Background: an optimization exercise with open tools, aiming at small area. Do not read the settings as production practice. In this exercise RTL edits were held to simulation tests only and were not proved equivalent to the original. Power is estimated from default activity; no workload was simulated.

==> flow/design.v, too long to show whole: its modules and the start of the top module <==
// module ocx_tlx_flit_parser: 228 lines
// module ocx_tlx_data_arb: 402 lines
// module ocx_tlx_ctl_fsm: 128 lines
// module ocx_tlx_parse_mac: 150 lines
module ocx_tlx_parse_mac(
    output fp_rcv_cmd_valid,
    output [167:0] fp_rcv_cmd_info,
    output fp_rcv_cmd_data_v,
    output [511:0] fp_rcv_cmd_data_bus,
    output fp_rcv_resp_valid,
    output [55:0] fp_rcv_resp_info,
    output fp_rcv_resp_data_v,
    output data_hold_vc0,
    output data_hold_vc1,
    output [7:0] bad_data_indicator,
    output good_crc,
    output crc_flush_done,
    output crc_flush_inprog,
    output crc_error,
    output bookend_flit_v,
    output [3:0] run_length,
    output [1:0] data_arb_vc_v,
    output [1:0] data_arb_flit_cnt,
    output control_parsing_start,
    output control_parsing_end,
    output [511:0] fp_rcv_resp_data_bus,
    output rcv_xmt_credit_tlx_v,
    output [3:0] rcv_xmt_credit_vcx0,
    output [3:0] rcv_xmt_credit_vcx3,
    output [5:0] rcv_xmt_credit_dcpx0,
    output [5:0] rcv_xmt_credit_dcpx3,
    output ctl_flit_start,
    output template0_slot0_v,
    output [27:0] template0_slot0,
    output parser_inprog,    
    output [5:0] ctl_template,
    output [167:0] pars_ctl_info,
    output pars_ctl_valid,
    output cfg_data_v,
    output cfg_data_cnt_v,
    output [31:0] cfg_data_bus,
    output cmd_credit_enable,
    output bdi_cfg_hint,
    input [511:0] dlx_tlx_flit,
    input dlx_tlx_flit_valid,
    input dlx_tlx_flit_crc_err,
    input reset_n,
    input tlx_clk
    );
  // ...
==> flow/run.sh <==
#!/bin/bash
# synth_recipe.tcl (not shown) runs the flow's synth.tcl, then flattens the netlist and writes it again
# the make line also repeats each setting of config.mk as NAME=value (left out here)
make -C /OpenROAD-flow-scripts/flow DESIGN_CONFIG=/design/flow/config.mk WORK_HOME=/design/flow/orfs CLKGATE_MAP_FILE= SYNTH_SCRIPT=/design/flow/synth_recipe.tcl finish
==> flow/config.mk <==
export PLATFORM = sky130hd
export DESIGN_NAME = ocx_tlx_parse_mac
export DESIGN_NICKNAME = ocx_tlx_parse_mac
export VERILOG_FILES = /design/flow/design.v
export SDC_FILE = /design/flow/constraint.sdc
export NUM_CORES = 8
export LEC_CHECK = 0
export CAP_MARGIN = 20
export CORE_MARGIN = 2
export CORE_UTILIZATION = 40
export SLEW_MARGIN = 20
==> flow/constraint.sdc <==
create_clock -name core_clock -period 10.0 [get_ports {tlx_clk}]
set_input_delay 2.0000 -clock core_clock [delete_from_list [all_inputs] [get_ports {tlx_clk}]]
set_output_delay 2.0000 -clock core_clock [all_outputs]
set_load 0.01 [all_outputs]
==> reports/results.tsv, run 1 <==
stage	metric	value	unit
outcome	status	finished clean	
setup_path	setup.worst_path.class	reg2out	
timing	setup_viol	0	
finish	nClkBuffers	1182	
synth	synth_compound_area_frac	0.1087	
finish	n_all_buffers	2400	
finish	seq_share	0.4960	
setup_path	cp.arrival	6.60	ns
finish	nets	28600	
finish	fillers	63550	
place	place_ws	2.712	ns
synth	yosysMostFrequentCell	dfxtp_1	
finish	seq_cells	8043	
global_route	grtUsageTotal	0.3513	
timing	min_period	8.597	ns
die	core_area	675200	um^2
synth	synth_common_cells	8043 x dfxtp_1, 5832 x and2_1, 3555 x nand2_1, 2180 x a21oi_1, 1810 x clkbuf_1	
finish	multi_input_gates	16550	
die	initial_core_util	0.4007	
synth	yosys-top-cells-area	dfxtp_1 60%, and2_1 13%, nand2_1 4.9%	
clock_network	hold_buffers	0	
timing	tightest_slew	1.332	ns
die	ios	2056	
detailed_routing	wl_met2	522200	um
power_and_ir_drop	p_per_area	203.9	nW/um^2
detailed_routing	wl_met3	105700	um
finish	inv_count	257	
synth	synth.yosys.seq_area_share	0.5951	
setup_path	cp_max_fo	42	
power_and_ir_drop	clock_power	32.4	mW
detailed_routing	avgRoutedWirePerCell	32.52	um
global_route	grt_pass1_wl	1642000	um
setup_path	endpoint	fp_rcv_resp_data_bus[18]	
finish	clkCellAreaFrac	0.08791	
clock_network	cts_resized	0	
setup_path	startpoint_type	flip-flop	
global_route	grt_use_met3	0.07500	
==> module ocx_tlx_flit_parser, before the edit <==
module ocx_tlx_flit_parser(
    input tlx_clk,
    input reset_n,
    input [511:0] dlx_tlx_flit,
    input dlx_tlx_flit_valid,
    input dlx_tlx_flit_crc_err,
    output [55:0] credit_return,
    output credit_return_v,
    output [167:0] pars_ctl_info,
    output pars_ctl_valid,
    output [511:0] pars_data_flit,
    output pars_data_valid,
    output template0_slot0_v,
    output [27:0] template0_slot0,
    output parser_inprog,
    output [7:0] bad_data_indicator,
    output bookend_flit_v,
    output ctl_flit_parsed,
    output ctl_flit_parse_end,
    output [5:0] ctl_template,
    output [3:0] run_length,
    output crc_error
    );
wire [511:0] flit_din;
wire [511:0] ctl_flit_din;
wire [511:0] data_flit_din;
wire [3:0]data_cnt_din;
wire [3:0]data_cnt_unverif_din;
wire [55:0] credit_buffer_din;
wire credit_flag_din;
wire data_nctl;
wire flit_valid_s1_din;
reg flit_valid_s1_dout;
wire flit_crc_s1_din;
reg flit_crc_s1_dout;
reg [511:0] flit_dout;
reg [511:0] ctl_flit_dout;
reg [511:0] data_flit_dout;
reg [3:0]data_cnt_dout;
reg [3:0]data_cnt_unverif_dout;  
reg [55:0] credit_buffer_dout;
reg credit_flag_dout;
wire flit_valid_s2_din;
reg flit_valid_s2_dout;
reg flit_valid_s2_clone_dout;
wire flit_valid_s3_din;
reg flit_valid_s3_dout;
wire flit_valid_s4_din;
reg flit_valid_s4_dout;
wire flit_valid_s5_din;
reg flit_valid_s5_dout;
wire flit_valid_s6_din;
reg flit_valid_s6_dout;
wire flit_valid_s7_din;
reg flit_valid_s7_dout;
wire flit_valid_s8_din;
reg flit_valid_s8_dout;
wire flit_valid_s9_din;
reg flit_valid_s9_dout;
wire [167:0] pars_ctl_info_t0_din;
reg  [167:0] pars_ctl_info_t0_dout;
wire [111:0] pars_ctl_info_t1_din;
reg  [111:0] pars_ctl_info_t1_dout;
wire [55:0] pars_ctl_info_t2_din;
reg  [55:0] pars_ctl_info_t2_dout;
wire [167:0] pars_ctl_info_t3_din;
reg  [167:0] pars_ctl_info_t3_dout;
wire [5:0] ctl_info_template_din;
reg  [5:0] ctl_info_template_dout;
wire [5:0] ctl_info_template_s1_din;
reg  [5:0] ctl_info_template_s1_dout;
wire parse_inprog;
wire data_flit_valid_din;
reg data_flit_valid_dout;
wire bookend_flit_valid_din;
reg bookend_flit_valid_dout;
wire [7:0] bdi_din;
reg [7:0] bdi_dout;
wire pars_ctl_valid_din;
reg pars_ctl_valid_dout;
wire parse_block_null;
reg true_bookend_dout;
wire true_bookend_din;
reg ctl_flit_parse_dout;
wire ctl_flit_parse_din;
reg ctl_flit_parse_end_dout;
wire ctl_flit_parse_end_din;
always @(posedge tlx_clk)
    begin
    if (!reset_n)
    begin
        credit_buffer_dout[55:0]   <= 56'b0;  
        flit_dout[511:0]           <= 512'b0;
        ctl_flit_dout[511:0]       <= 512'b0;
        data_flit_dout[511:0]      <= 512'b0;
        flit_valid_s1_dout         <= 1'b0;
        flit_crc_s1_dout           <= 1'b0;
        data_cnt_dout[3:0]         <= 4'b0;
        data_cnt_unverif_dout[3:0] <= 4'b0;
        credit_flag_dout           <= 1'b0;
        flit_valid_s2_dout         <= 1'b0;
        flit_valid_s2_clone_dout   <= 1'b0;
        flit_valid_s3_dout         <= 1'b0;
        flit_valid_s4_dout         <= 1'b0;
        flit_valid_s5_dout         <= 1'b0;
        flit_valid_s6_dout         <= 1'b0;
        flit_valid_s7_dout         <= 1'b0;
        flit_valid_s8_dout         <= 1'b0;
        flit_valid_s9_dout         <= 1'b0;
        pars_ctl_info_t0_dout      <= 168'b0;
        pars_ctl_info_t1_dout      <= 112'b0;
        pars_ctl_info_t2_dout      <= 56'b0;
        pars_ctl_info_t3_dout      <= 168'b0;
        ctl_info_template_dout     <= 6'b0;
        ctl_info_template_s1_dout     <= 6'b0;
        data_flit_valid_dout       <= 1'b0;
        bookend_flit_valid_dout    <= 1'b0;
        bdi_dout    <= 8'b0;
        pars_ctl_valid_dout <= 1'b0;
        true_bookend_dout <= 1'b0;
        ctl_flit_parse_dout <= 1'b0;
        ctl_flit_parse_end_dout <= 1'b0;
    end
    else
        begin
        credit_buffer_dout[55:0] <= credit_buffer_din[55:0];  
        flit_dout[511:0] <= flit_din[511:0];
        ctl_flit_dout[511:0] <= ctl_flit_din[511:0];
        data_flit_dout[511:0] <= data_flit_din[511:0];
        flit_valid_s1_dout <= flit_valid_s1_din;
        flit_crc_s1_dout <= flit_crc_s1_din;
        data_cnt_dout[3:0] <= data_cnt_din[3:0];
        data_cnt_unverif_dout[3:0] <= data_cnt_unverif_din[3:0];
        credit_flag_dout <= credit_flag_din;
        flit_valid_s2_dout <= flit_valid_s2_din;
        flit_valid_s2_clone_dout <= flit_valid_s2_din;
        flit_valid_s3_dout <= flit_valid_s3_din;
        flit_valid_s4_dout <= flit_valid_s4_din;
        flit_valid_s5_dout <= flit_valid_s5_din;
        flit_valid_s6_dout <= flit_valid_s6_din;
        flit_valid_s7_dout <= flit_valid_s7_din;
        flit_valid_s8_dout <= flit_valid_s8_din;
        flit_valid_s9_dout <= flit_valid_s9_din;
        pars_ctl_info_t0_dout <= pars_ctl_info_t0_din;
        pars_ctl_info_t1_dout <= pars_ctl_info_t1_din;
        pars_ctl_info_t2_dout <= pars_ctl_info_t2_din;
        pars_ctl_info_t3_dout <= pars_ctl_info_t3_din;
        ctl_info_template_dout <= ctl_info_template_din;
        ctl_info_template_s1_dout <= ctl_info_template_s1_din;
        data_flit_valid_dout <= data_flit_valid_din;
        bookend_flit_valid_dout <= bookend_flit_valid_din;
        bdi_dout <= bdi_din;
        pars_ctl_valid_dout <= pars_ctl_valid_din;
        true_bookend_dout <= true_bookend_din;
        ctl_flit_parse_dout <= ctl_flit_parse_din;
        ctl_flit_parse_end_dout <= ctl_flit_parse_end_din;
        end
    end
    assign flit_valid_s1_din = dlx_tlx_flit_valid & ~dlx_tlx_flit_crc_err;  
    assign flit_valid_s2_din = flit_valid_s1_dout & ~data_nctl & ~parse_block_null & (flit_dout[451:448] <= 4'h8) ; 
    assign flit_valid_s3_din = flit_valid_s2_dout & (ctl_info_template_dout != 6'b0);  
    assign flit_valid_s4_din = flit_valid_s3_dout; 
    assign flit_valid_s5_din = flit_valid_s4_dout & (ctl_info_template_dout != 6'b000011);  
    assign flit_valid_s6_din = flit_valid_s5_dout & (ctl_info_template_dout != 6'b000001);  
    assign flit_valid_s7_din = flit_valid_s6_dout;
    assign flit_valid_s8_din = flit_valid_s7_dout;
    assign flit_valid_s9_din = flit_valid_s8_dout;
    assign ctl_flit_parse_din = flit_valid_s2_clone_dout;
    assign ctl_flit_parsed = ctl_flit_parse_dout;
    assign ctl_flit_parse_end_din = (flit_valid_s2_dout & (ctl_info_template_dout == 6'b0)) | (flit_valid_s4_dout & (ctl_info_template_dout == 6'b000011)) | (flit_valid_s5_dout & (ctl_info_template_dout == 6'b000001)) | flit_valid_s9_dout;
    assign ctl_flit_parse_end = ctl_flit_parse_end_dout;
    assign flit_crc_s1_din = dlx_tlx_flit_crc_err; 
    assign flit_din[511:0] = (dlx_tlx_flit_valid && ~dlx_tlx_flit_crc_err) ? dlx_tlx_flit[511:0] : flit_dout[511:0];
    assign data_nctl = (data_cnt_unverif_dout != 4'b0) ;  
    assign data_cnt_unverif_din[3:0] =  (flit_crc_s1_dout) ? data_cnt_dout[3:0] :  
                                        (flit_valid_s1_dout && (data_cnt_unverif_dout == 4'b0)) ? flit_dout[451:448] :
                                        (flit_valid_s1_dout && (data_cnt_unverif_dout > 4'b0)) ? (data_cnt_unverif_dout[3:0] - 4'b0001) :  
                                        data_cnt_unverif_dout[3:0];      
    assign data_cnt_din[3:0] = (flit_valid_s1_dout && (~data_nctl)) ? flit_dout[451:448] : data_cnt_dout[3:0];  
    assign true_bookend_din = (data_nctl) ? 1'b1  : 
                              (bookend_flit_valid_dout) ? 1'b0 : true_bookend_dout;
    assign bookend_flit_valid_din = flit_valid_s1_dout & ~data_nctl; 
    assign bdi_din = flit_valid_s1_dout ? flit_dout[459:452] : bdi_dout;
    assign ctl_flit_din[511:0] = (flit_valid_s2_din) ? flit_dout : ctl_flit_dout;
    assign data_flit_din[511:0] = ((data_nctl) && flit_valid_s1_dout) ? flit_dout : data_flit_dout;
    assign data_flit_valid_din = (data_nctl & flit_valid_s1_dout);
    assign run_length[3:0] = ((~data_nctl) && flit_valid_s1_dout) ? flit_dout[451:448] : 4'b0;
    assign credit_flag_din = (flit_valid_s1_dout & ~data_nctl) ;  
    assign credit_buffer_din[55:0] = (flit_valid_s1_dout && ~data_nctl) ? flit_dout[55:0] : credit_buffer_dout[55:0];
    assign bad_data_indicator[7:0] = bookend_flit_valid_dout && true_bookend_dout ? bdi_dout : 8'h00;  
    assign crc_error = (flit_crc_s1_dout & (data_nctl | true_bookend_din));  
    assign bookend_flit_v = bookend_flit_valid_dout & true_bookend_dout;  
    assign parse_block_null = flit_valid_s3_din |flit_valid_s4_din |flit_valid_s5_din |flit_valid_s6_din |flit_valid_s7_din |flit_valid_s8_din |flit_valid_s9_din;
    assign parse_inprog = flit_valid_s2_dout|flit_valid_s3_dout|flit_valid_s4_dout|flit_valid_s5_dout|flit_valid_s6_dout|flit_valid_s7_dout|flit_valid_s8_dout|flit_valid_s9_dout;
    assign pars_ctl_info_t0_din[167:0] = (flit_valid_s2_dout) ? ctl_flit_dout[279:112] : pars_ctl_info_t0_dout;
    assign pars_ctl_info_t1_din[111:0] = (flit_valid_s2_dout) ? ctl_flit_dout[111:0] :  
                                         (flit_valid_s3_dout) ? ctl_flit_dout[223:112] :
                                         (flit_valid_s4_dout) ? ctl_flit_dout[335:224] :
                                         (flit_valid_s5_dout) ? ctl_flit_dout[447:336] : pars_ctl_info_t1_dout;
    assign pars_ctl_info_t2_din[55:0]  = (flit_valid_s2_dout) ? ctl_flit_dout[55:0] :
                                         (flit_valid_s3_dout) ? ctl_flit_dout[111:56] :
                                         (flit_valid_s4_dout) ? ctl_flit_dout[167:112] :
                                         (flit_valid_s5_dout) ? ctl_flit_dout[223:168] : 
                                         (flit_valid_s6_dout) ? ctl_flit_dout[279:224] :
                                         (flit_valid_s7_dout) ? ctl_flit_dout[335:280] :
                                         (flit_valid_s8_dout) ? ctl_flit_dout[391:336] :
                                         (flit_valid_s9_dout) ? ctl_flit_dout[447:392] : pars_ctl_info_t2_dout;
    assign pars_ctl_info_t3_din[167:0] = (flit_valid_s2_dout) ? {56'b0, ctl_flit_dout[111:0]} :
                                         (flit_valid_s3_dout) ? ctl_flit_dout[279:112] :
                                         (flit_valid_s4_dout) ? ctl_flit_dout[447:280] : pars_ctl_info_t3_dout;       
    assign ctl_info_template_din[5:0] = (flit_valid_s2_din) ? flit_dout[465:460] : ctl_info_template_dout;
    assign ctl_info_template_s1_din[5:0] = ctl_info_template_dout;
    assign pars_ctl_info = (ctl_info_template_s1_dout == 6'b000000) ? pars_ctl_info_t0_dout :
                           (ctl_info_template_s1_dout == 6'b000001) ? {56'b0,pars_ctl_info_t1_dout} :
                           (ctl_info_template_s1_dout == 6'b000010) ? {112'b0,pars_ctl_info_t2_dout} :
                           (ctl_info_template_s1_dout == 6'b000011) ? pars_ctl_info_t3_dout :
                           168'b0;
    assign ctl_template = ctl_info_template_s1_dout;                           
    assign pars_ctl_valid_din = parse_inprog;
    assign pars_ctl_valid = pars_ctl_valid_dout;
    assign credit_return = credit_buffer_dout;
    assign credit_return_v = credit_flag_dout & credit_buffer_dout[7:0] == 8'h01;  
    assign pars_data_flit = data_flit_dout;
    assign pars_data_valid = data_flit_valid_dout;
    assign parser_inprog = flit_valid_s3_dout|flit_valid_s4_dout|flit_valid_s5_dout|flit_valid_s6_dout|flit_valid_s7_dout|flit_valid_s8_dout|flit_valid_s9_dout;
    assign template0_slot0_v = flit_valid_s2_dout & (ctl_info_template_dout == 6'b0);
    assign template0_slot0[27:0] = ctl_flit_dout[27:0];  
endmodule
==> run 2: changes to the inputs <==
==> flow/design.v (replaced) <==
`timescale 1ns / 1ps
module ocx_tlx_flit_parser(
    input tlx_clk,
    input reset_n,
    input [511:0] dlx_tlx_flit,
    input dlx_tlx_flit_valid,
    input dlx_tlx_flit_crc_err,
    output [55:0] credit_return,
    output credit_return_v,
    output [167:0] pars_ctl_info,
    output pars_ctl_valid,
    output [511:0] pars_data_flit,
    output [10*512-1:0] pars_data_pipe,
    output pars_data_valid,
    output template0_slot0_v,
    output [27:0] template0_slot0,
    output parser_inprog,
    output [7:0] bad_data_indicator,
    output bookend_flit_v,
    output ctl_flit_parsed,
    output ctl_flit_parse_end,
    output [5:0] ctl_template,
    output [3:0] run_length,
    output crc_error
    );
reg  [511:0] flit_dout;           
reg  [511:0] data_flit_dout;      
reg  [10*512-1:0] data_pipe;      
reg  [27:0] ctl_slot0_dout;
reg  [167:0] pars_ctl_info_dout;
reg  flit_valid_s1_dout;
reg  flit_crc_s1_dout;
reg  [3:0] data_cnt_dout;
reg  [3:0] data_cnt_unverif_dout;
reg  flit_valid_s2_dout, flit_valid_s3_dout, flit_valid_s4_dout, flit_valid_s5_dout;
reg  flit_valid_s6_dout, flit_valid_s7_dout, flit_valid_s8_dout, flit_valid_s9_dout;
reg  [5:0] ctl_info_template_dout;
reg  [5:0] ctl_info_template_s1_dout;
reg  data_flit_valid_dout;
reg  bookend_flit_valid_dout;
reg  pars_ctl_valid_dout;
reg  true_bookend_dout;
reg  ctl_flit_parse_dout;
reg  ctl_flit_parse_end_dout;
wire data_nctl = (data_cnt_unverif_dout != 4'b0);  
wire [3:0] flit_rl = flit_dout[451:448];
wire [5:0] tmpl = ctl_info_template_dout;
wire ctl_v = flit_valid_s1_dout & ~data_nctl;
wire flit_valid_s3_din = flit_valid_s2_dout & (tmpl != 6'b0);  
wire flit_valid_s5_din = flit_valid_s4_dout & (tmpl != 6'b000011);  
wire flit_valid_s6_din = flit_valid_s5_dout & (tmpl != 6'b000001);  
wire parse_block_null = flit_valid_s3_din | flit_valid_s3_dout | flit_valid_s5_din | flit_valid_s6_din |
                        flit_valid_s6_dout | flit_valid_s7_dout | flit_valid_s8_dout;
wire flit_valid_s2_din = ctl_v & ~parse_block_null & (flit_rl <= 4'h8);
wire true_bookend_din = data_nctl ? 1'b1 : bookend_flit_valid_dout ? 1'b0 : true_bookend_dout;
wire [3:0] data_cnt_unverif_din = flit_crc_s1_dout ? data_cnt_dout :
                                  (flit_valid_s1_dout && !data_nctl) ? flit_rl :
                                  flit_valid_s1_dout ? data_cnt_unverif_dout - 4'b0001 :
                                  data_cnt_unverif_dout;
wire [511:0] pipe0 = data_pipe[0*512 +: 512];
wire [511:0] pipe1 = data_pipe[1*512 +: 512];
wire [511:0] pipe2 = data_pipe[2*512 +: 512];
wire [511:0] pipe3 = data_pipe[3*512 +: 512];
wire [511:0] pipe4 = data_pipe[4*512 +: 512];
wire [511:0] pipe5 = data_pipe[5*512 +: 512];
wire [511:0] pipe6 = data_pipe[6*512 +: 512];
reg [167:0] pars_ctl_info_din;
always @(*)
    begin
    pars_ctl_info_din = pars_ctl_info_dout;
    if (flit_valid_s2_dout)
        case (tmpl)
        6'd0:      pars_ctl_info_din = data_flit_dout[279:112];
        6'd1,6'd3: pars_ctl_info_din = {56'b0, data_flit_dout[111:0]};
        6'd2:      pars_ctl_info_din = {112'b0, data_flit_dout[55:0]};
        default:   pars_ctl_info_din = 168'b0;
        endcase
    else
        case (tmpl)
        6'd1: pars_ctl_info_din[111:0] = flit_valid_s3_dout ? pipe0[223:112] :
                                         flit_valid_s4_dout ? pipe1[335:224] :
                                         flit_valid_s5_dout ? pipe2[447:336] : pars_ctl_info_dout[111:0];
        6'd2: pars_ctl_info_din[55:0]  = flit_valid_s3_dout ? pipe0[111:56] :
                                         flit_valid_s4_dout ? pipe1[167:112] :
                                         flit_valid_s5_dout ? pipe2[223:168] :
                                         flit_valid_s6_dout ? pipe3[279:224] :
                                         flit_valid_s7_dout ? pipe4[335:280] :
                                         flit_valid_s8_dout ? pipe5[391:336] :
                                         flit_valid_s9_dout ? pipe6[447:392] : pars_ctl_info_dout[55:0];
        6'd3: pars_ctl_info_din        = flit_valid_s3_dout ? pipe0[279:112] :
                                         flit_valid_s4_dout ? pipe1[447:280] : pars_ctl_info_dout;
        default: ;
        endcase
    end
always @(posedge tlx_clk)
    begin
    flit_dout <= dlx_tlx_flit;
    data_flit_dout <= flit_dout;
    data_pipe <= {data_pipe[9*512-1:0], data_flit_dout};
    end
always @(posedge tlx_clk)
    begin
    if (!reset_n)
    begin
        ctl_slot0_dout          <= 28'b0;
        pars_ctl_info_dout      <= 168'b0;
        flit_valid_s1_dout      <= 1'b0;
        flit_crc_s1_dout        <= 1'b0;
        data_cnt_dout           <= 4'b0;
        data_cnt_unverif_dout   <= 4'b0;
        flit_valid_s2_dout      <= 1'b0;
        flit_valid_s3_dout      <= 1'b0;
        flit_valid_s4_dout      <= 1'b0;
        flit_valid_s5_dout      <= 1'b0;
        flit_valid_s6_dout      <= 1'b0;
        flit_valid_s7_dout      <= 1'b0;
        flit_valid_s8_dout      <= 1'b0;
        flit_valid_s9_dout      <= 1'b0;
        ctl_info_template_dout  <= 6'b0;
        ctl_info_template_s1_dout <= 6'b0;
        data_flit_valid_dout    <= 1'b0;
        bookend_flit_valid_dout <= 1'b0;
        pars_ctl_valid_dout     <= 1'b0;
        true_bookend_dout       <= 1'b0;
        ctl_flit_parse_dout     <= 1'b0;
        ctl_flit_parse_end_dout <= 1'b0;
    end
    else
    begin
        if (flit_valid_s2_din)
        begin
            ctl_slot0_dout <= flit_dout[27:0];
            ctl_info_template_dout <= flit_dout[465:460];
        end
        pars_ctl_info_dout      <= pars_ctl_info_din;
        flit_valid_s1_dout      <= dlx_tlx_flit_valid & ~dlx_tlx_flit_crc_err;
        flit_crc_s1_dout        <= dlx_tlx_flit_crc_err;
        if (ctl_v)
            data_cnt_dout       <= flit_rl;
        data_cnt_unverif_dout   <= data_cnt_unverif_din;
        flit_valid_s2_dout      <= flit_valid_s2_din;
        flit_valid_s3_dout      <= flit_valid_s3_din;
        flit_valid_s4_dout      <= flit_valid_s3_dout;
        flit_valid_s5_dout      <= flit_valid_s5_din;
        flit_valid_s6_dout      <= flit_valid_s6_din;
        flit_valid_s7_dout      <= flit_valid_s6_dout;
        flit_valid_s8_dout      <= flit_valid_s7_dout;
        flit_valid_s9_dout      <= flit_valid_s8_dout;
        ctl_info_template_s1_dout <= ctl_info_template_dout;
        data_flit_valid_dout    <= data_nctl & flit_valid_s1_dout;
        bookend_flit_valid_dout <= ctl_v;
        pars_ctl_valid_dout     <= flit_valid_s2_dout | flit_valid_s3_dout | flit_valid_s4_dout | flit_valid_s5_dout |
                                   flit_valid_s6_dout | flit_valid_s7_dout | flit_valid_s8_dout | flit_valid_s9_dout;
        true_bookend_dout       <= true_bookend_din;
        ctl_flit_parse_dout     <= flit_valid_s2_dout;
        ctl_flit_parse_end_dout <= (flit_valid_s2_dout & (tmpl == 6'b0)) | (flit_valid_s4_dout & (tmpl == 6'b000011)) |
                                   (flit_valid_s5_dout & (tmpl == 6'b000001)) | flit_valid_s9_dout;
    end
    end
assign ctl_flit_parsed = ctl_flit_parse_dout;
assign ctl_flit_parse_end = ctl_flit_parse_end_dout;
assign run_length = ctl_v ? flit_rl : 4'b0;
assign bad_data_indicator = (bookend_flit_valid_dout && true_bookend_dout) ? data_flit_dout[459:452] : 8'h00;  
assign crc_error = flit_crc_s1_dout & (data_nctl | true_bookend_din);  
assign bookend_flit_v = bookend_flit_valid_dout & true_bookend_dout;  
assign pars_ctl_info = pars_ctl_info_dout;
assign ctl_template = ctl_info_template_s1_dout;
assign pars_ctl_valid = pars_ctl_valid_dout;
assign credit_return = data_flit_dout[55:0];
assign credit_return_v = bookend_flit_valid_dout & data_flit_dout[7:0] == 8'h01;  
assign pars_data_flit = data_flit_dout;
assign pars_data_pipe = data_pipe;
assign pars_data_valid = data_flit_valid_dout;
assign parser_inprog = flit_valid_s3_dout|flit_valid_s4_dout|flit_valid_s5_dout|flit_valid_s6_dout|flit_valid_s7_dout|flit_valid_s8_dout|flit_valid_s9_dout;
assign template0_slot0_v = flit_valid_s2_dout & (tmpl == 6'b0);
assign template0_slot0 = ctl_slot0_dout;
endmodule
`timescale 1ns / 1ps
module ocx_tlx_data_arb(
    input tlx_clk,
    input reset_n,
    input crc_error,
    input bookend_flit_v,     
    output dcp0_data_v,
    output dcp1_data_v,
    output [511:0] dcp0_data,
    output [511:0] dcp1_data,
    output good_crc,
    output crc_flush_done,
    output crc_flush_inprog,
    output cfg_data_v,
    output cfg_data_cnt_v,
    output [31:0] cfg_data_bus,
    input  control_parsing_end,
    input  control_parsing_start,
    input [511:0] pars_data_flit,
    input [10*512-1:0] pars_data_pipe,  
    input pars_data_valid,
    input [3:0] run_length,
    input [1:0] data_arb_vc_v,
    input data_arb_cfg_hint,
    input [3:0] data_arb_cfg_offset,
    input [1:0] data_arb_flit_cnt
    );
parameter [15:0] vc0_mask = 16'hFF;
wire [10*512-1:0] data_pipe = pars_data_pipe;  
reg  [1:0] data_arb_vc_v_dout;
reg  [2:0] data_arb_flit_cnt_dout;
reg  [9:0] pipe_v_dout;
reg  [3:0] vc_shift_load_ptr_dout;
reg  [15:0] vc_shift_dout;
reg  [15:0] vc_shift_verified_dout;
reg  [15:0] cfg_shift_dout;
reg  [15:0] cfg_shift_verified_dout;
reg  bookend_flit_dout;
reg  [8:0] good_crc_shift_dout;
reg  crc_flush_inprog_dout;
reg  [3:0] run_length_hold_dout;
reg  crc_error_dout;
reg  crc_error_s2_dout;
reg  crc_error_s3_dout;
reg  ctl_flit_parse_done_dout;
reg  [3:0] vc_shift_verif_ptr_dout;
reg  data_arb_cfg_hint_dout;
reg  [1:0] cfg_offset_wr_ptr_dout;
reg  [1:0] cfg_offset_verif_ptr_dout;
reg  [3:0] cfg_offset_shift0_dout, cfg_offset_shift1_dout, cfg_offset_shift2_dout, cfg_offset_shift3_dout;
reg  [3:0] cfg_offset_verif_shift0_dout, cfg_offset_verif_shift1_dout;
reg  cfg_data_v_dout;
reg  cfg_data_v_s1_dout;
reg  [3:0] data_arb_cfg_offset_dout;
reg  [31:0] cfg_word_dout;
reg  [31:0] cfg_data_bus_reg;
wire [1:0] data_arb_vc_v_din;
wire [2:0] data_arb_flit_cnt_din;
wire [9:0] pipe_v_din;
wire [3:0] vc_shift_load_ptr_din;
wire [15:0] vc_shift_din, vc_shift_verified_din, cfg_shift_din, cfg_shift_verified_din;
wire bookend_flit_din;
wire [8:0] good_crc_shift_din;
wire crc_flush_inprog_din;
wire [3:0] run_length_hold_din;
wire ctl_flit_parse_done_din;
wire [3:0] vc_shift_verif_ptr_din;
wire [1:0] cfg_offset_wr_ptr_din;
wire [1:0] cfg_offset_verif_ptr_din;
wire [3:0] cfg_offset_shift0_din, cfg_offset_shift1_din, cfg_offset_shift2_din, cfg_offset_shift3_din;
wire [3:0] cfg_offset_verif_shift0_din, cfg_offset_verif_shift1_din;
wire cfg_data_v_din;
wire cfg_data_v_s1_din;
wire [511:0] dcp_data;
wire [31:0] cfg_word_din;
always @(posedge tlx_clk)
    begin
        if(!reset_n)
        begin
            data_arb_cfg_hint_dout       <= 1'b0;
            cfg_shift_verified_dout      <= 16'b0;
            cfg_shift_dout               <= 16'b0;
            data_arb_vc_v_dout           <= 2'b0;
            data_arb_flit_cnt_dout       <= 3'b0;
            vc_shift_dout                <= 16'b0;
            vc_shift_verified_dout       <= 16'b0;
            vc_shift_load_ptr_dout       <= 4'b0;
            pipe_v_dout                  <= 10'b0;
            bookend_flit_dout            <= 1'b0;
            good_crc_shift_dout          <= 9'b0;
            crc_flush_inprog_dout        <= 1'b0;
            run_length_hold_dout         <= 4'b0;
            crc_error_dout               <= 1'b0;
            crc_error_s2_dout            <= 1'b0;
            crc_error_s3_dout            <= 1'b0;
            ctl_flit_parse_done_dout     <= 1'b0;
            vc_shift_verif_ptr_dout      <= 4'b0;
            cfg_offset_wr_ptr_dout       <= 2'b0;
            cfg_offset_verif_ptr_dout    <= 2'b0;
            cfg_offset_shift0_dout       <= 4'b0;
            cfg_offset_shift1_dout       <= 4'b0;
            cfg_offset_shift2_dout       <= 4'b0;
            cfg_offset_shift3_dout       <= 4'b0;
            cfg_offset_verif_shift0_dout <= 4'b0;
            cfg_offset_verif_shift1_dout <= 4'b0;
            cfg_data_v_dout              <= 1'b0;
            cfg_data_v_s1_dout           <= 1'b0;
            data_arb_cfg_offset_dout     <= 4'b0;
            cfg_word_dout                <= 32'b0;
            cfg_data_bus_reg             <= 32'b0;
        end
        else
        begin
            data_arb_cfg_hint_dout       <= data_arb_cfg_hint;
            cfg_shift_verified_dout      <= cfg_shift_verified_din;
            cfg_shift_dout               <= cfg_shift_din;
            data_arb_vc_v_dout           <= data_arb_vc_v_din;
            data_arb_flit_cnt_dout       <= data_arb_flit_cnt_din;
            vc_shift_dout                <= vc_shift_din;
            vc_shift_verified_dout       <= vc_shift_verified_din;
            vc_shift_load_ptr_dout       <= vc_shift_load_ptr_din;
            pipe_v_dout                  <= pipe_v_din;
            bookend_flit_dout            <= bookend_flit_din;
            good_crc_shift_dout          <= good_crc_shift_din;
            crc_flush_inprog_dout        <= crc_flush_inprog_din;
            run_length_hold_dout         <= run_length_hold_din;
            crc_error_dout               <= crc_error;
            crc_error_s2_dout            <= crc_error_dout;
            crc_error_s3_dout            <= crc_error_s2_dout;
            ctl_flit_parse_done_dout     <= ctl_flit_parse_done_din;
            vc_shift_verif_ptr_dout      <= vc_shift_verif_ptr_din;
            cfg_offset_wr_ptr_dout       <= cfg_offset_wr_ptr_din;
            cfg_offset_verif_ptr_dout    <= cfg_offset_verif_ptr_din;
            cfg_offset_shift0_dout       <= cfg_offset_shift0_din;
            cfg_offset_shift1_dout       <= cfg_offset_shift1_din;
            cfg_offset_shift2_dout       <= cfg_offset_shift2_din;
            cfg_offset_shift3_dout       <= cfg_offset_shift3_din;
            cfg_offset_verif_shift0_dout <= cfg_offset_verif_shift0_din;
            cfg_offset_verif_shift1_dout <= cfg_offset_verif_shift1_din;
            cfg_data_v_dout              <= cfg_data_v_din;
            cfg_data_v_s1_dout           <= cfg_data_v_s1_din;
            data_arb_cfg_offset_dout     <= data_arb_cfg_offset;
            cfg_word_dout                <= cfg_word_din;
            cfg_data_bus_reg             <= cfg_word_dout;
        end
    end
assign ctl_flit_parse_done_din = control_parsing_end ? 1'b1 :
                                 control_parsing_start ? 1'b0 : ctl_flit_parse_done_dout;
assign good_crc_shift_din = bookend_flit_v ? 9'b111111111 : good_crc_shift_dout << 1;
wire good_pending = |(good_crc_shift_dout[8:0] & pipe_v_dout[9:1]);
assign crc_flush_inprog_din = good_pending && crc_error_dout ? 1'b1 :
                             !good_pending ? 1'b0 : crc_flush_inprog_dout;
wire ptr_nz = |vc_shift_load_ptr_dout;
wire rd_stg9 = pipe_v_dout[9] & ptr_nz;
wire rd_stg6 = pipe_v_dout[6] & ~(|pipe_v_dout[9:7]) & ptr_nz;
wire rd_stg5 = pipe_v_dout[5] & ~(|pipe_v_dout[9:6]) & ptr_nz;
wire rd_stg4 = pipe_v_dout[4] & ~(|pipe_v_dout[9:5]) & ptr_nz;
wire rd_stg3 = pipe_v_dout[3] & ~(|pipe_v_dout[9:4]) & ptr_nz;
wire rd_any  = rd_stg9 | rd_stg6 | rd_stg5 | rd_stg4 | rd_stg3;
assign pipe_v_din[0] = crc_error_dout ? 1'b0 : pars_data_valid;
assign pipe_v_din[1] = crc_error_dout && ~good_crc_shift_dout[0] ? 1'b0 : pipe_v_dout[0];
assign pipe_v_din[2] = crc_error_dout && ~good_crc_shift_dout[1] ? 1'b0 : pipe_v_dout[1];
assign pipe_v_din[3] = crc_error_dout && ~good_crc_shift_dout[2] ? 1'b0 : pipe_v_dout[2];
assign pipe_v_din[4] = crc_error_dout && ~good_crc_shift_dout[3] ? 1'b0 : (pipe_v_dout[3] & ~rd_stg3);
assign pipe_v_din[5] = crc_error_dout && ~good_crc_shift_dout[4] ? 1'b0 : (pipe_v_dout[4] & ~rd_stg4);
assign pipe_v_din[6] = crc_error_dout && ~good_crc_shift_dout[5] ? 1'b0 : (pipe_v_dout[5] & ~rd_stg5);
assign pipe_v_din[7] = crc_error_dout && ~good_crc_shift_dout[6] ? 1'b0 : (pipe_v_dout[6] & ~rd_stg6);
assign pipe_v_din[8] = crc_error_dout && ~good_crc_shift_dout[7] ? 1'b0 : pipe_v_dout[7];
assign pipe_v_din[9] = crc_error_dout && ~good_crc_shift_dout[8] ? 1'b0 : pipe_v_dout[8];
assign data_arb_vc_v_din = data_arb_vc_v;
assign data_arb_flit_cnt_din[2:0] = (data_arb_flit_cnt == 2'b01) ? 3'b001 :  
                                    (data_arb_flit_cnt == 2'b10) ? 3'b010 :  
                                    (data_arb_flit_cnt == 2'b11) ? 3'b100 : 3'b000;  
wire data_vc_v = |data_arb_vc_v_dout;
wire [3:0] shift_reg_value = (data_arb_flit_cnt_dout == 3'b001) ? 4'b0001 :  
                             (data_arb_flit_cnt_dout == 3'b010) ? 4'b0011 :  
                             (data_arb_flit_cnt_dout == 3'b100) ? 4'b1111 : 4'b0000;  
wire vc_shift_decr = rd_any;
wire [3:0] vc_shift_minus1 = vc_shift_load_ptr_dout - 4'b0001;
wire [2:0] data_arb_flit_cnt_dout_m1 = data_arb_flit_cnt_dout - 3'b001;
wire [3:0] vc_shift_plus = data_vc_v && rd_any ? {1'b0,data_arb_flit_cnt_dout_m1} + vc_shift_load_ptr_dout :
                           data_vc_v ? {1'b0,data_arb_flit_cnt_dout} + vc_shift_load_ptr_dout : 4'b0;
assign run_length_hold_din = (run_length > 4'b0) ? run_length : run_length_hold_dout;
wire crc_reset = ctl_flit_parse_done_dout & crc_error_s3_dout & ~(control_parsing_start | crc_flush_inprog_dout);
assign vc_shift_verif_ptr_din = control_parsing_start && data_vc_v ? {1'b0, data_arb_flit_cnt_dout} :
                                control_parsing_start ? 4'b0 :
                                data_vc_v ? vc_shift_verif_ptr_dout + {1'b0,data_arb_flit_cnt_dout} : vc_shift_verif_ptr_dout;
assign vc_shift_load_ptr_din = (ctl_flit_parse_done_dout && crc_error_s3_dout && ~(control_parsing_start || bookend_flit_v || crc_flush_inprog_dout)) ? run_length_hold_dout :
                               data_vc_v ? vc_shift_plus :
                               vc_shift_decr ? vc_shift_minus1 : vc_shift_load_ptr_dout;
wire [19:0] verif_shifted = {16'b0, shift_reg_value} << vc_shift_verif_ptr_dout;
wire [18:0] load_shifted_m1 = {15'b0, shift_reg_value} << (vc_shift_load_ptr_dout - 4'h1);
wire [19:0] load_shifted = {16'b0, shift_reg_value} << vc_shift_load_ptr_dout;
assign vc_shift_verified_din = control_parsing_start && data_arb_vc_v_dout[1] ? {12'b0,shift_reg_value} :
                               control_parsing_start && data_arb_vc_v_dout[0] ? 16'b0 :
                               data_arb_vc_v_dout[1] ? vc_shift_verified_dout |  verif_shifted[15:0] :
                               data_arb_vc_v_dout[0] ? vc_shift_verified_dout & (verif_shifted[15:0] ^ vc0_mask) :
                               vc_shift_verified_dout;
assign vc_shift_din = crc_reset ? vc_shift_verified_dout :
                      data_arb_vc_v_dout[1] && vc_shift_decr ? (vc_shift_dout >> 1) |  load_shifted_m1[15:0] :
                      data_arb_vc_v_dout[0] && vc_shift_decr ? (vc_shift_dout >> 1) & (load_shifted_m1[15:0] ^ vc0_mask) :
                      data_arb_vc_v_dout[1] ? vc_shift_dout |  load_shifted[15:0] :
                      data_arb_vc_v_dout[0] ? vc_shift_dout & (load_shifted[15:0] ^ vc0_mask) :
                      vc_shift_decr ? vc_shift_dout >> 1 : vc_shift_dout;
assign cfg_shift_din = crc_reset ? cfg_shift_verified_dout :
                       data_arb_cfg_hint_dout && vc_shift_decr ? (cfg_shift_dout >> 1) |  load_shifted_m1[15:0] :
                       data_arb_cfg_hint_dout ? cfg_shift_dout | load_shifted[15:0] :
                       data_vc_v && vc_shift_decr ? (cfg_shift_dout >> 1) & (load_shifted_m1[15:0] ^ vc0_mask) :
                       data_vc_v ? cfg_shift_dout & (load_shifted[15:0] ^ vc0_mask) :
                       vc_shift_decr ? cfg_shift_dout >> 1 : cfg_shift_dout;
assign cfg_shift_verified_din = control_parsing_start && data_arb_cfg_hint_dout ? {12'b0,shift_reg_value} :
                                control_parsing_start && data_vc_v ? 16'b0 :
                                data_arb_cfg_hint_dout ? cfg_shift_verified_dout |  verif_shifted[15:0] :
                                data_vc_v ? cfg_shift_verified_dout & (verif_shifted[15:0] ^ vc0_mask) :
                                cfg_shift_verified_dout;
wire cfg_offset_incr = data_arb_cfg_hint_dout;
wire cfg_offset_decr = cfg_data_v_dout;
wire cfg_offset_hold = data_arb_cfg_hint_dout & cfg_data_v_dout;
assign cfg_offset_wr_ptr_din =  crc_reset ? cfg_offset_verif_ptr_dout:
                                cfg_offset_hold ? cfg_offset_wr_ptr_dout:
                                cfg_offset_incr ? cfg_offset_wr_ptr_dout + 2'b01:
                                cfg_offset_decr ? cfg_offset_wr_ptr_dout - 2'b01: cfg_offset_wr_ptr_dout;
assign cfg_offset_verif_ptr_din = control_parsing_start && cfg_offset_incr ? 2'b01:  
                                  cfg_offset_incr ? cfg_offset_verif_ptr_dout + 2'b01:
                                  control_parsing_start ? 2'b00 : cfg_offset_verif_ptr_dout;
wire cfg_shift = cfg_data_v_dout;
wire cfg_wr = data_arb_cfg_hint_dout;
wire [1:0] wr_ptr_m1 = cfg_offset_wr_ptr_dout - 2'b01;
assign cfg_offset_shift0_din = crc_reset ? cfg_offset_verif_shift0_dout :
                               cfg_offset_hold && (wr_ptr_m1 == 2'b00) ? data_arb_cfg_offset_dout:
                               cfg_wr && (cfg_offset_wr_ptr_dout == 2'b00) ? data_arb_cfg_offset_dout :
                               cfg_shift ? cfg_offset_shift1_dout : cfg_offset_shift0_dout;
assign cfg_offset_shift1_din = crc_reset ? cfg_offset_verif_shift1_dout :
                               cfg_offset_hold && (wr_ptr_m1 == 2'b01) ? data_arb_cfg_offset_dout:
                               cfg_wr && (cfg_offset_wr_ptr_dout == 2'b01) ? data_arb_cfg_offset_dout :
                               cfg_shift ? cfg_offset_shift2_dout : cfg_offset_shift1_dout;
assign cfg_offset_shift2_din = crc_reset ? cfg_offset_verif_shift0_dout :
                               cfg_offset_hold && (wr_ptr_m1 == 2'b10) ? data_arb_cfg_offset_dout:
                               cfg_wr && (cfg_offset_wr_ptr_dout == 2'b10) ? data_arb_cfg_offset_dout :
                               cfg_shift ? cfg_offset_shift3_dout : cfg_offset_shift2_dout;
assign cfg_offset_shift3_din = crc_reset ? cfg_offset_verif_shift0_dout :
                               cfg_offset_hold && (wr_ptr_m1 == 2'b11) ? data_arb_cfg_offset_dout:
                               cfg_wr && (cfg_offset_wr_ptr_dout == 2'b11) ? data_arb_cfg_offset_dout :
                               cfg_shift ? 4'h0 : cfg_offset_shift3_dout;
assign cfg_offset_verif_shift0_din = bookend_flit_v ? 4'h0 :
                                     cfg_wr && (cfg_offset_wr_ptr_dout == 2'b00) ? data_arb_cfg_offset_dout : cfg_offset_verif_shift0_dout;
assign cfg_offset_verif_shift1_din = bookend_flit_v ? 4'h0 :
                                     cfg_wr && (cfg_offset_wr_ptr_dout == 2'b01) ? data_arb_cfg_offset_dout : cfg_offset_verif_shift1_dout;
assign dcp_data = ({512{rd_stg9}} & data_pipe[9*512 +: 512]) |
                  ({512{rd_stg6}} & data_pipe[6*512 +: 512]) |
                  ({512{rd_stg5}} & data_pipe[5*512 +: 512]) |
                  ({512{rd_stg4}} & data_pipe[4*512 +: 512]) |
                  ({512{rd_stg3}} & data_pipe[3*512 +: 512]);
assign dcp0_data_v = rd_any & ~vc_shift_dout[0];
assign dcp1_data_v = rd_any & (vc_shift_dout[0] & ~cfg_shift_dout[0]);
assign dcp0_data = dcp_data;
assign dcp1_data = dcp_data;
assign bookend_flit_din = (pars_data_valid || crc_error) ? 1'b0 :
                          (bookend_flit_v) ? 1'b1 : bookend_flit_dout;
assign good_crc = bookend_flit_dout | good_pending;
assign crc_flush_done = ~crc_flush_inprog_din & crc_flush_inprog_dout;  
assign crc_flush_inprog = crc_flush_inprog_din;
assign cfg_data_v_din = rd_any & (vc_shift_dout[0] & cfg_shift_dout[0]);
assign cfg_data_v_s1_din = cfg_data_v_dout & ~crc_reset;
assign cfg_data_v = cfg_data_v_s1_dout;
assign cfg_word_din = dcp_data[cfg_offset_shift0_din*32 +: 32];
assign cfg_data_bus = cfg_data_bus_reg;
assign cfg_data_cnt_v = cfg_data_v_din;  
endmodule
`timescale 1ns / 1ps
module ocx_tlx_ctl_fsm(
    input tlx_clk,
    input reset_n,
    input [55:0] credit_return,
    input credit_return_v,
    input [167:0] pars_ctl_info,
    input pars_ctl_valid,
    input ctl_flit_parsed,
    input ctl_flit_parse_end,
    output [55:0] ctl_vc0_bus,
    output [167:0] ctl_vc1_bus,
    output ctl_vc0_v,
    output ctl_vc1_v,
    output [3:0] rcv_xmt_credit_vcx0,
    output [3:0] rcv_xmt_credit_vcx3,
    output [5:0] rcv_xmt_credit_dcpx0,
    output [5:0] rcv_xmt_credit_dcpx3,
    output rcv_xmt_credit_tlx_v,
    output data_arb_cfg_hint,
    output bdi_cfg_hint,
    output [3:0] data_arb_cfg_offset,
    output cmd_credit_enable,
    output [1:0] data_arb_vc_v,
    output [1:0] data_bdi_vc_V,
    output data_hold_vc0,
    output data_hold_vc1,
    output control_parsing_end,
    output control_parsing_start,
    output [1:0] data_bdi_flit_cnt,
    output [1:0] data_arb_flit_cnt
    );
wire [55:0] credit_return_din;
reg  [55:0] credit_return_dout;
wire credit_return_v_din;
reg  credit_return_v_dout;
wire [167:0] pars_ctl_info_din;
reg  [167:0] pars_ctl_info_dout;
wire pars_ctl_valid_din;
reg  pars_ctl_valid_dout;
wire ctl_flit_parsed_din;
reg  ctl_flit_parsed_dout;
wire ctl_flit_parse_end_din;
reg  ctl_flit_parse_end_dout;
wire [1:0] data_arb_flit_cnt_din;
reg  [1:0] data_arb_flit_cnt_dout;
wire [1:0] data_arb_vc_v_din;
reg  [1:0] data_arb_vc_v_dout;
wire cfg_hint_din;
reg  cfg_hint_dout;
wire ctl_vc0_valid;
wire ctl_vc1_valid;
wire data_vc0_valid;
wire data_vc1_valid;
always @(posedge tlx_clk) 
    begin
        if(!reset_n)
        begin
        credit_return_dout <= 56'b0;
        credit_return_v_dout <= 1'b0;
        pars_ctl_valid_dout <= 1'b0;
        pars_ctl_info_dout <= 168'b0;
        ctl_flit_parsed_dout <= 1'b0;
        ctl_flit_parse_end_dout <= 1'b0;
        data_arb_vc_v_dout <= 2'b0;
        data_arb_flit_cnt_dout <= 2'b0;
        cfg_hint_dout <= 1'b0;
        end
        else
        begin
        credit_return_dout <= credit_return_din;
        credit_return_v_dout <= credit_return_v_din;
        pars_ctl_valid_dout <= pars_ctl_valid_din;
        pars_ctl_info_dout <= pars_ctl_info_din;
        ctl_flit_parsed_dout <= ctl_flit_parsed_din;
        ctl_flit_parse_end_dout <= ctl_flit_parse_end_din;
        data_arb_vc_v_dout <= data_arb_vc_v_din;
        data_arb_flit_cnt_dout <= data_arb_flit_cnt_din;
        cfg_hint_dout <= cfg_hint_din;
        end
    end   
assign credit_return_din[55:0] = credit_return_v ? credit_return[55:0] : credit_return_dout;
assign credit_return_v_din = credit_return_v;
assign pars_ctl_info_din[167:0] = pars_ctl_info[167:0];
assign pars_ctl_valid_din = pars_ctl_valid;
assign ctl_vc0_valid = ~(~pars_ctl_info_dout[1] & ~pars_ctl_info_dout[2] & ~pars_ctl_info_dout[3] & ~pars_ctl_info_dout[4])  
                    & (~pars_ctl_info_dout[7] & ~pars_ctl_info_dout[6] & ~pars_ctl_info_dout[5]) & pars_ctl_valid_dout;  
assign ctl_vc0_v = ctl_vc0_valid;  
assign ctl_vc0_bus[55:0] = pars_ctl_info_dout[55:0];                  
assign ctl_vc1_valid = (pars_ctl_info_dout[5] | pars_ctl_info_dout[7] | pars_ctl_info_dout[6]) & pars_ctl_valid_dout;  
assign ctl_vc1_v = ctl_vc1_valid;
assign ctl_vc1_bus[167:0] = pars_ctl_info_dout[167:0];
assign data_vc0_valid = ~(~pars_ctl_info[1] & ~pars_ctl_info[2] & ~pars_ctl_info[3] & ~pars_ctl_info[4])  
                       & (~pars_ctl_info[7] & ~pars_ctl_info[6] & ~pars_ctl_info[5]) & pars_ctl_valid;  
assign data_vc1_valid = (pars_ctl_info[5] | pars_ctl_info[7] | pars_ctl_info[6]) & pars_ctl_valid;  
assign data_arb_vc_v_din[0] = data_vc0_valid & ((pars_ctl_info[7:0] == 8'h04) | (pars_ctl_info[7:0] == 8'h06));
assign data_arb_vc_v_din[1] = data_vc1_valid & ((pars_ctl_info[7:0] == 8'h81) |
                                           (pars_ctl_info[7:0] == 8'h82) |
                                           (pars_ctl_info[7:0] == 8'h86) |
                                           (pars_ctl_info[7:0] == 8'hE1));
assign cfg_hint_din = data_vc1_valid & pars_ctl_info[7:0] == 8'hE1;                                           
assign data_arb_cfg_hint = cfg_hint_din;    
assign data_arb_cfg_offset[3:0] = pars_ctl_info[33:30];                                      
assign data_arb_vc_v[1:0] = data_arb_vc_v_din[1:0];  
assign data_bdi_vc_V[1:0] = data_arb_vc_v_dout[1:0]; 
assign bdi_cfg_hint = cfg_hint_dout;             
assign cmd_credit_enable = ctl_vc1_valid & ((pars_ctl_info_dout[7:0] != 8'hE1) | (pars_ctl_info_dout[7:0] != 8'hE0));                                          
assign data_hold_vc0 = ctl_vc0_valid & ((pars_ctl_info_dout[7:0] == 8'h04) | (pars_ctl_info_dout[7:0] == 8'h06));                                           
assign data_hold_vc1 = ctl_vc1_valid & ((pars_ctl_info_dout[7:0] == 8'h81) |
                       (pars_ctl_info_dout[7:0] == 8'h82) |
                       (pars_ctl_info_dout[7:0] == 8'h86) |
                       (pars_ctl_info_dout[7:0] == 8'hE1));                                           
assign data_arb_flit_cnt_din[1:0] = (data_vc0_valid && (pars_ctl_info[7:0] == 8'h04 || pars_ctl_info[7:0] == 8'h06)) ? pars_ctl_info[27:26] :  
                                (data_vc1_valid && pars_ctl_info[7:0] == 8'h81) ? pars_ctl_info[111:110] :  
                                (data_vc1_valid && (pars_ctl_info[7:0] == 8'h82 || pars_ctl_info[7:0] == 8'h86 || pars_ctl_info[7:0] == 8'hE1)) ? 2'b01 :  
                                2'b00;
assign data_arb_flit_cnt = data_arb_flit_cnt_din;
assign data_bdi_flit_cnt = data_arb_flit_cnt_dout;                                
assign ctl_flit_parsed_din = ctl_flit_parsed ? 1'b1 :
                             ctl_flit_parsed_dout && (ctl_vc0_valid || ctl_vc1_valid) ? 1'b0 : ctl_flit_parsed_dout; 
assign ctl_flit_parse_end_din = ctl_flit_parse_end;                                               
assign control_parsing_start = ctl_flit_parsed_dout & (ctl_vc0_valid | ctl_vc1_valid);  
assign control_parsing_end = ctl_flit_parse_end_dout;
assign rcv_xmt_credit_vcx0 = credit_return_dout[11:8];    
assign rcv_xmt_credit_vcx3 = credit_return_dout[23:20]; 
assign rcv_xmt_credit_dcpx0 = credit_return_dout[37:32];   
assign rcv_xmt_credit_dcpx3 = credit_return_dout[55:50];   
assign rcv_xmt_credit_tlx_v = credit_return_v_dout;
endmodule
`timescale 1ns / 1ps
module ocx_tlx_parse_mac(
    output fp_rcv_cmd_valid,
    output [167:0] fp_rcv_cmd_info,
    output fp_rcv_cmd_data_v,
    output [511:0] fp_rcv_cmd_data_bus,
    output fp_rcv_resp_valid,
    output [55:0] fp_rcv_resp_info,
    output fp_rcv_resp_data_v,
    output data_hold_vc0,
    output data_hold_vc1,
    output [7:0] bad_data_indicator,
    output good_crc,
    output crc_flush_done,
    output crc_flush_inprog,
    output crc_error,
    output bookend_flit_v,
    output [3:0] run_length,
    output [1:0] data_arb_vc_v,
    output [1:0] data_arb_flit_cnt,
    output control_parsing_start,
    output control_parsing_end,
    output [511:0] fp_rcv_resp_data_bus,
    output rcv_xmt_credit_tlx_v,
    output [3:0] rcv_xmt_credit_vcx0,
    output [3:0] rcv_xmt_credit_vcx3,
    output [5:0] rcv_xmt_credit_dcpx0,
    output [5:0] rcv_xmt_credit_dcpx3,
    output ctl_flit_start,
    output template0_slot0_v,
    output [27:0] template0_slot0,
    output parser_inprog,    
    output [5:0] ctl_template,
    output [167:0] pars_ctl_info,
    output pars_ctl_valid,
    output cfg_data_v,
    output cfg_data_cnt_v,
    output [31:0] cfg_data_bus,
    output cmd_credit_enable,
    output bdi_cfg_hint,
    input [511:0] dlx_tlx_flit,
    input dlx_tlx_flit_valid,
    input dlx_tlx_flit_crc_err,
    input reset_n,
    input tlx_clk
    );   
    wire [55:0] credit_return;
    wire credit_return_v;
    wire [167:0] pars_ctl_info_wire;
    wire pars_ctl_valid_wire;
    wire ctl_flit_parsed;
    wire [1:0] data_arb_vc_v_wire;
    wire [1:0] data_arb_flit_cnt_wire;
    wire [511:0] pars_data_flit;
    wire [10*512-1:0] pars_data_pipe;
    wire pars_data_valid;  
    wire crc_error_int;
    wire data_arb_cfg_hint;
    wire [3:0] data_arb_cfg_offset;
    wire ctl_flit_parse_end;
    wire bookend_flit_v_wire;
    wire [3:0] run_length_wire;
    wire control_parsing_start_wire;
    wire control_parsing_end_wire;
    assign crc_error = crc_error_int;
    assign ctl_flit_start = ctl_flit_parsed;
    assign pars_ctl_info = pars_ctl_info_wire;
    assign pars_ctl_valid = pars_ctl_valid_wire;
    ocx_tlx_flit_parser flit_parser(
        .tlx_clk            (tlx_clk),                   
        .reset_n            (reset_n),                   
        .dlx_tlx_flit       (dlx_tlx_flit),              
        .dlx_tlx_flit_valid (dlx_tlx_flit_valid),        
        .dlx_tlx_flit_crc_err (dlx_tlx_flit_crc_err),        
        .pars_ctl_info      (pars_ctl_info_wire),             
        .pars_ctl_valid     (pars_ctl_valid_wire),            
        .pars_data_flit     (pars_data_flit),            
        .pars_data_pipe     (pars_data_pipe),            
        .pars_data_valid    (pars_data_valid),           
        .bad_data_indicator (bad_data_indicator),             
        .crc_error          (crc_error_int),         
        .bookend_flit_v     (bookend_flit_v_wire),            
        .run_length         (run_length_wire),            
        .parser_inprog      (parser_inprog),
        .template0_slot0    (template0_slot0),
        .template0_slot0_v  (template0_slot0_v),
        .ctl_flit_parsed    (ctl_flit_parsed),   
        .ctl_flit_parse_end (ctl_flit_parse_end),  
        .ctl_template       (ctl_template),   
        .credit_return      (credit_return),        
        .credit_return_v    (credit_return_v)     
        );      
    assign bookend_flit_v         = bookend_flit_v_wire;
    assign run_length             = run_length_wire;
    assign control_parsing_start  = control_parsing_start_wire;
    assign control_parsing_end    = control_parsing_end_wire;
    ocx_tlx_data_arb data_arb(
        .tlx_clk            (tlx_clk),                   
        .reset_n            (reset_n),                   
        .dcp0_data_v        (fp_rcv_resp_data_v),               
        .dcp1_data_v        (fp_rcv_cmd_data_v),               
        .dcp0_data          (fp_rcv_resp_data_bus),                 
        .dcp1_data          (fp_rcv_cmd_data_bus),                 
        .good_crc           (good_crc),                 
        .crc_flush_inprog   (crc_flush_inprog),
        .crc_flush_done     (crc_flush_done),
        .control_parsing_start  (control_parsing_start_wire),
        .control_parsing_end(control_parsing_end_wire),
        .data_arb_vc_v      (data_arb_vc_v_wire),           
        .data_arb_flit_cnt  (data_arb_flit_cnt_wire),           
        .pars_data_flit     (pars_data_flit),            
        .pars_data_pipe     (pars_data_pipe),            
        .pars_data_valid    (pars_data_valid),           
        .bookend_flit_v     (bookend_flit_v_wire),            
        .run_length         (run_length_wire),            
        .data_arb_cfg_hint  (data_arb_cfg_hint),
        .data_arb_cfg_offset(data_arb_cfg_offset),
        .cfg_data_v         (cfg_data_v),
        .cfg_data_cnt_v     (cfg_data_cnt_v),
        .cfg_data_bus       (cfg_data_bus),
        .crc_error          (crc_error_int)
        );
    ocx_tlx_ctl_fsm control_fsm(
        .tlx_clk                (tlx_clk),               
        .reset_n                (reset_n),                   
        .credit_return          (credit_return),    
        .credit_return_v        (credit_return_v),  
        .pars_ctl_info          (pars_ctl_info_wire),         
        .pars_ctl_valid         (pars_ctl_valid_wire),        
        .data_hold_vc0          (data_hold_vc0),   
        .data_hold_vc1          (data_hold_vc1),   
        .data_arb_vc_v          (data_arb_vc_v_wire),           
        .data_arb_flit_cnt      (data_arb_flit_cnt_wire),           
        .data_bdi_vc_V          (data_arb_vc_v),           
        .data_bdi_flit_cnt      (data_arb_flit_cnt),           
        .data_arb_cfg_hint      (data_arb_cfg_hint),
        .data_arb_cfg_offset    (data_arb_cfg_offset),
        .bdi_cfg_hint           (bdi_cfg_hint),  
        .cmd_credit_enable      (cmd_credit_enable),     
        .ctl_flit_parsed        (ctl_flit_parsed), 
        .ctl_flit_parse_end     (ctl_flit_parse_end),
        .control_parsing_start  (control_parsing_start_wire),
        .control_parsing_end    (control_parsing_end_wire),
        .ctl_vc0_bus            (fp_rcv_resp_info),           
        .ctl_vc1_bus            (fp_rcv_cmd_info),           
        .ctl_vc0_v              (fp_rcv_resp_valid),             
        .ctl_vc1_v              (fp_rcv_cmd_valid),             
        .rcv_xmt_credit_vcx0    (rcv_xmt_credit_vcx0),   
        .rcv_xmt_credit_vcx3    (rcv_xmt_credit_vcx3),   
        .rcv_xmt_credit_dcpx0   (rcv_xmt_credit_dcpx0),  
        .rcv_xmt_credit_dcpx3   (rcv_xmt_credit_dcpx3),  
        .rcv_xmt_credit_tlx_v   (rcv_xmt_credit_tlx_v)   
        );
endmodule
==> reports/results.tsv, run 2 <==
stage	metric	value	unit	change
clock_network	clock_latency	1.10	ns	was 1.18 ns
synth	yosysTopAreaCell	dfxtp_1		unchanged
finish	design_area	226400	um^2	was 324700 um^2
clock_network	cts_buffer_depth	4		unchanged
setup_path	cp_slowest_cell	clkdlybuf4s50_1		was o21ai_0
global_route	grt_max_degree	156		was 274
setup_path	cp_max_fo	94		was 42
global_route	grt.overflow.total	0		unchanged
synth	synthFlopType	dfxtp_1		unchanged
synth	synth_cells	13910		was 27.49k
detailed_routing	avgRoutedWirePerCell	39.67	um	was 32.52 um
timing	slew_headroom	0.1618		was 0.1120
die	die_h	674.2	um	was 826.4 um
detailed_routing	vias	120500		was 204.2k
job	maxCapViolations	0		unchanged
clock_network	cts_buffers	662		was 817
die	ios	2056		unchanged
synth	yosysMostFrequentCell	dfxtp_1		unchanged
power_and_ir_drop	power.static_leakage	87.71	nW	was 120.3 nW
die	core_area	448200	um^2	was 675200 um^2
synth	ys_seq_elements	6771		was 8043
finish	syn_to_final_growth	26.02	%	was 20.01%
timing	rsz0062_at_grt	false		unchanged
clock_network	clock-sinks	6771		was 8043
finish	largest-register	flit_parser.data_pipe		
timing	min_period	8.397	ns	was 8.597 ns
synth	yosys_warnings	3		unchanged
synth	syn_area	179700	um^2	was 270600 um^2
setup_path	cp.buffers_inverters	4		unchanged
global_route	grt_pass1_vias	110500		was 185.2k
setup_path	cp_top_family	buffers and inverters		unchanged
timing	setup_viol	0		unchanged
place	io_buffers	2055		unchanged
place	routabilityCongestion	0.9835		was 0.9945
setup_path	setup.worst_path.class	reg2out		unchanged
timing	fin_crit_sh	0.8397		was 0.8597
finish	fillers	38960		was 63.55k
finish	reg_top3	flit_parser.data_pipe (5120), flit_parser.data_flit_dout (512), flit_parser.flit_dout (512)		
detailed_routing	avgViaCountPerCell	5.446		was 5.285
timing	hold_slack	0.2966	ns	was 0.4021 ns
die	die-area	454500	um^2	was 683000 um^2
detailed_routing	ant_nets	0		unchanged
timing	tns	0	ns	unchanged
die	initial_core_util	0.4009		was 0.4007
synth	synth_nets	14440		was 28.02k
finish	regArea	135600	um^2	was 161100 um^2
synth	synth-edff-count	0		unchanged
die	die_x	674.2	um	was 826.4 um
synth	synth_cell_type_count	91		was 84
finish	multi_input_area	36780	um^2	was 96690 um^2
setup_path	cp.arrival	6.40	ns	was 6.60 ns
clock_network	cts_tree	done		unchanged
finish	nets	16040		was 28.60k
outcome	status	finished clean		unchanged
clock_network	cts_resized	0		unchanged
synth	yosys-top-cells-area	dfxtp_1 75%, a22oi_1 2.7%, buf_4 2.5%		was dfxtp_1 60%, and2_1 13%, nand2_1 4.9%
finish	final_common_cell	dfxtp_1		unchanged
timing	finalHoldViolations	0		unchanged
clock_network	clkSlewWorstSetupHoldPaths	0.07	ns	was 0.06 ns
timing	tightest_slew	1.254	ns	was 1.332 ns
synth	yosysTopAreaCellShare	0.7545		was 0.5951
power_and_ir_drop	ir_worst_vdd	0.1977	mV	was 0.2184 mV
clock_network	root_buffer	clkbuf_16		unchanged
setup_path	rrSetupSlack	3.89	ns	was 4.36 ns
detailed_routing	drt_iter0_drc	16860		was 24.22k
setup_path	startpoint_type	flip-flop		unchanged
place	dpl_cell_area	203100	um^2	was 293900 um^2
detailed_routing	drc	0		unchanged
timing	drv_slew	0		unchanged
clock_network	postCtsSetupRepairBufs	0		unchanged
setup_path	max_stage_delay	0.92	ns	was 1.01 ns
clock_network	hold_buffers	0		unchanged
timing	clock-skew-final	0.04943	ns	was 0.05393 ns
detailed_routing	wirelength	878100	um	was 1257000 um
setup_path	critPathCaptureType	primary output		unchanged
place	hpwl	681700	um	was 934900 um
synth	synth.yosys.seq_area_share	0.7545		was 0.5951
timing	max_freq	119.1	MHz	was 116.3 MHz
clock_network	htreeDepth	6		unchanged
min_path	min_path_type	reg2reg		unchanged
finish	drive_gt1_frac	0.09851		was 0.07001
setup_path	required	8.00	ns	about the same
detailed_routing	drt-pass1-iter-count	10		was 6
synth	synth_common_cells	6771 x dfxtp_1, 829 x nor2_1, 689 x o21ai_0, 636 x a22oi_1, 597 x buf_4		was 8043 x dfxtp_1, 5832 x and2_1, 3555 x nand2_1, 2180 x a21oi_1, 1810 x clkbuf_1
power_and_ir_drop	p_per_area	249.4	nW/um^2	was 203.9 nW/um^2
synth	avgSynthCellArea	12.92	um^2	was 9.843 um^2
finish	final_cell_mix	6759 x dfxtp_1, 2054 x clkdlybuf4s50_1, 822 x nor2_1, 670 x clkbuf_16, 636 x a22oi_1		was 8027 x dfxtp_1, 5827 x and2_1, 3553 x nand2_1, 2180 x a21oi_1, 2054 x clkdlybuf4s50_1
global_route	grt_pass1_wl	1109000	um	was 1642000 um
global_route	grtUsageTotal	0.3716		was 0.3513
setup_path	path_cells	inv_1 > ha_1 > nor3b_1 > nor4b_4 > buf_4 > buf_12 > nand2_1 > nand3_1 > clkdlybuf4s50_1		was inv_1 > ha_1 > or3b_1 > nand2b_4 > nor3b_2 > buf_12 > buf_4 > a21oi_1 > o21ai_0 > clkdlybuf4s50_1
die	fp-row-count	246		was 302
synth	async_flop_share	0		unchanged
global_route	antenna_found_initial	288		was 410
finish	largest_reg_flops	5120		
[run 2: cell types whose count changed in the layout (fill, tap and decap cells not counted), moves of 385 or more]
cell      previous run  this run
dfxtp_1           8027      6759
a21oi_1           2180       465
diode_2            902       143
a211oi_1            19       404
nand2_1           3553       534
and2_1            5827       216
nor2b_1            442        54
[run 2: kinds of logic after synthesis]
| logic type | share of synthesized area |
|---|---|
| fa+ha+maj | 0.001337 |
| simple gates | 0.04963 |
| mux | 0.02376 |
| xor+xnor | 0.0007313 |
| compound gates | 0.1255 |
| buf+inv | 0.04449 |
| flops | 0.7545 |
[run 2: worst register-to-register path, stage by stage, from the launching register on]
cell	delay, ns
dfxtp_1	0.45
nor3_1	0.54
a21o_2	0.21
buf_4	0.41
inv_2	0.46
o211a_1	0.66
nor2_4	0.63
buf_4	0.56
buf_4	0.84
nor2_1	0.26
nor3_1	0.60
a211oi_1	0.11
o22ai_1	0.28
[run 2: where the power goes]
part           internal, mW  leakage (nW)  switching, mW
logic                 0.402          19.5          0.508
registers              28.3          56.9           1.14
clock network          15.1          11.3           10.9
total                  43.9          87.7           12.6
[run 2: final cells by class]
class,instances,area share
antenna,143,0.001581
clock buffer,929,0.08476
clock inverter,268,0.01667
inverter,63,0.001078
multi-input combinational,5673,0.1624
sequential,6771,0.5989
tap,5952,0.03289
timing repair buffer,2335,0.1017
[run 2: through the flow]
stage,utilization,worst slack [ns],std cells,power (mW)
2_1_floorplan,-,5.166,13910,29.58
3_3_place_gp,0.4530,2.903,20790,30.87
3_5_place_dp,0.4531,2.929,20790,30.90
4_1_cts,0.5044,1.721,21990,56.56
5_1_grt,0.5046,1.661,22040,57.84
6_report,0.5052,1.603,22130,56.47
[run 2: path summary, 6_finish.rpt]
check                                     endpoint                                       startpoint  cells after the start
max                      fp_rcv_resp_data_bus[366]  data_arb.vc_shift_load_ptr_dout[0]$_SDFFE_PN0P_                      9
min            flit_parser.data_pipe[4586]$_DFF_P_              flit_parser.data_pipe[4074]$_DFF_P_                      0
max reg2reg  data_arb.cfg_word_dout[19]$_SDFF_PN0_     control_fsm.pars_ctl_info_dout[5]$_SDFF_PN0_                     12
min reg2reg    flit_parser.data_pipe[4586]$_DFF_P_              flit_parser.data_pipe[4074]$_DFF_P_                      0
[run 2: layer usage]
metal	wire length [um]	up-vias	GRT usage
li1	-	51500	-
met1	352700	59750	0.4819
met2	368300	7550	0.5386
met3	89490	1591	0.1075
met4	66720	146	0.2433
met5	995	-	0.003827

## what the ideal ports hide
No port has a modelled driver above. Below, the same layouts with a new extraction and two added sets of constraints.
Step 1: set_driving_cell puts a clkbuf_16 on tlx_clk and a buf_2 on each other input, an assumption about the parent block.
Step 2 also shifts input and output timing later by t, the mid clock arrival at the registers, as if the neighbouring blocks saw the same clock.
Slacks: ideal / step 1 / step 2; pairs: ideal / step 1.
run	shift t [ns]	slack for setup (ns)	worst setup path after step 2	cell pins on the clock port's net
run 1	1.302	1.403 / 1.255 / 2.558	register to output	1
run 2	1.210	1.603 / 1.471 / 2.681	register to output	1
After both steps every run listed still meets setup and hold.
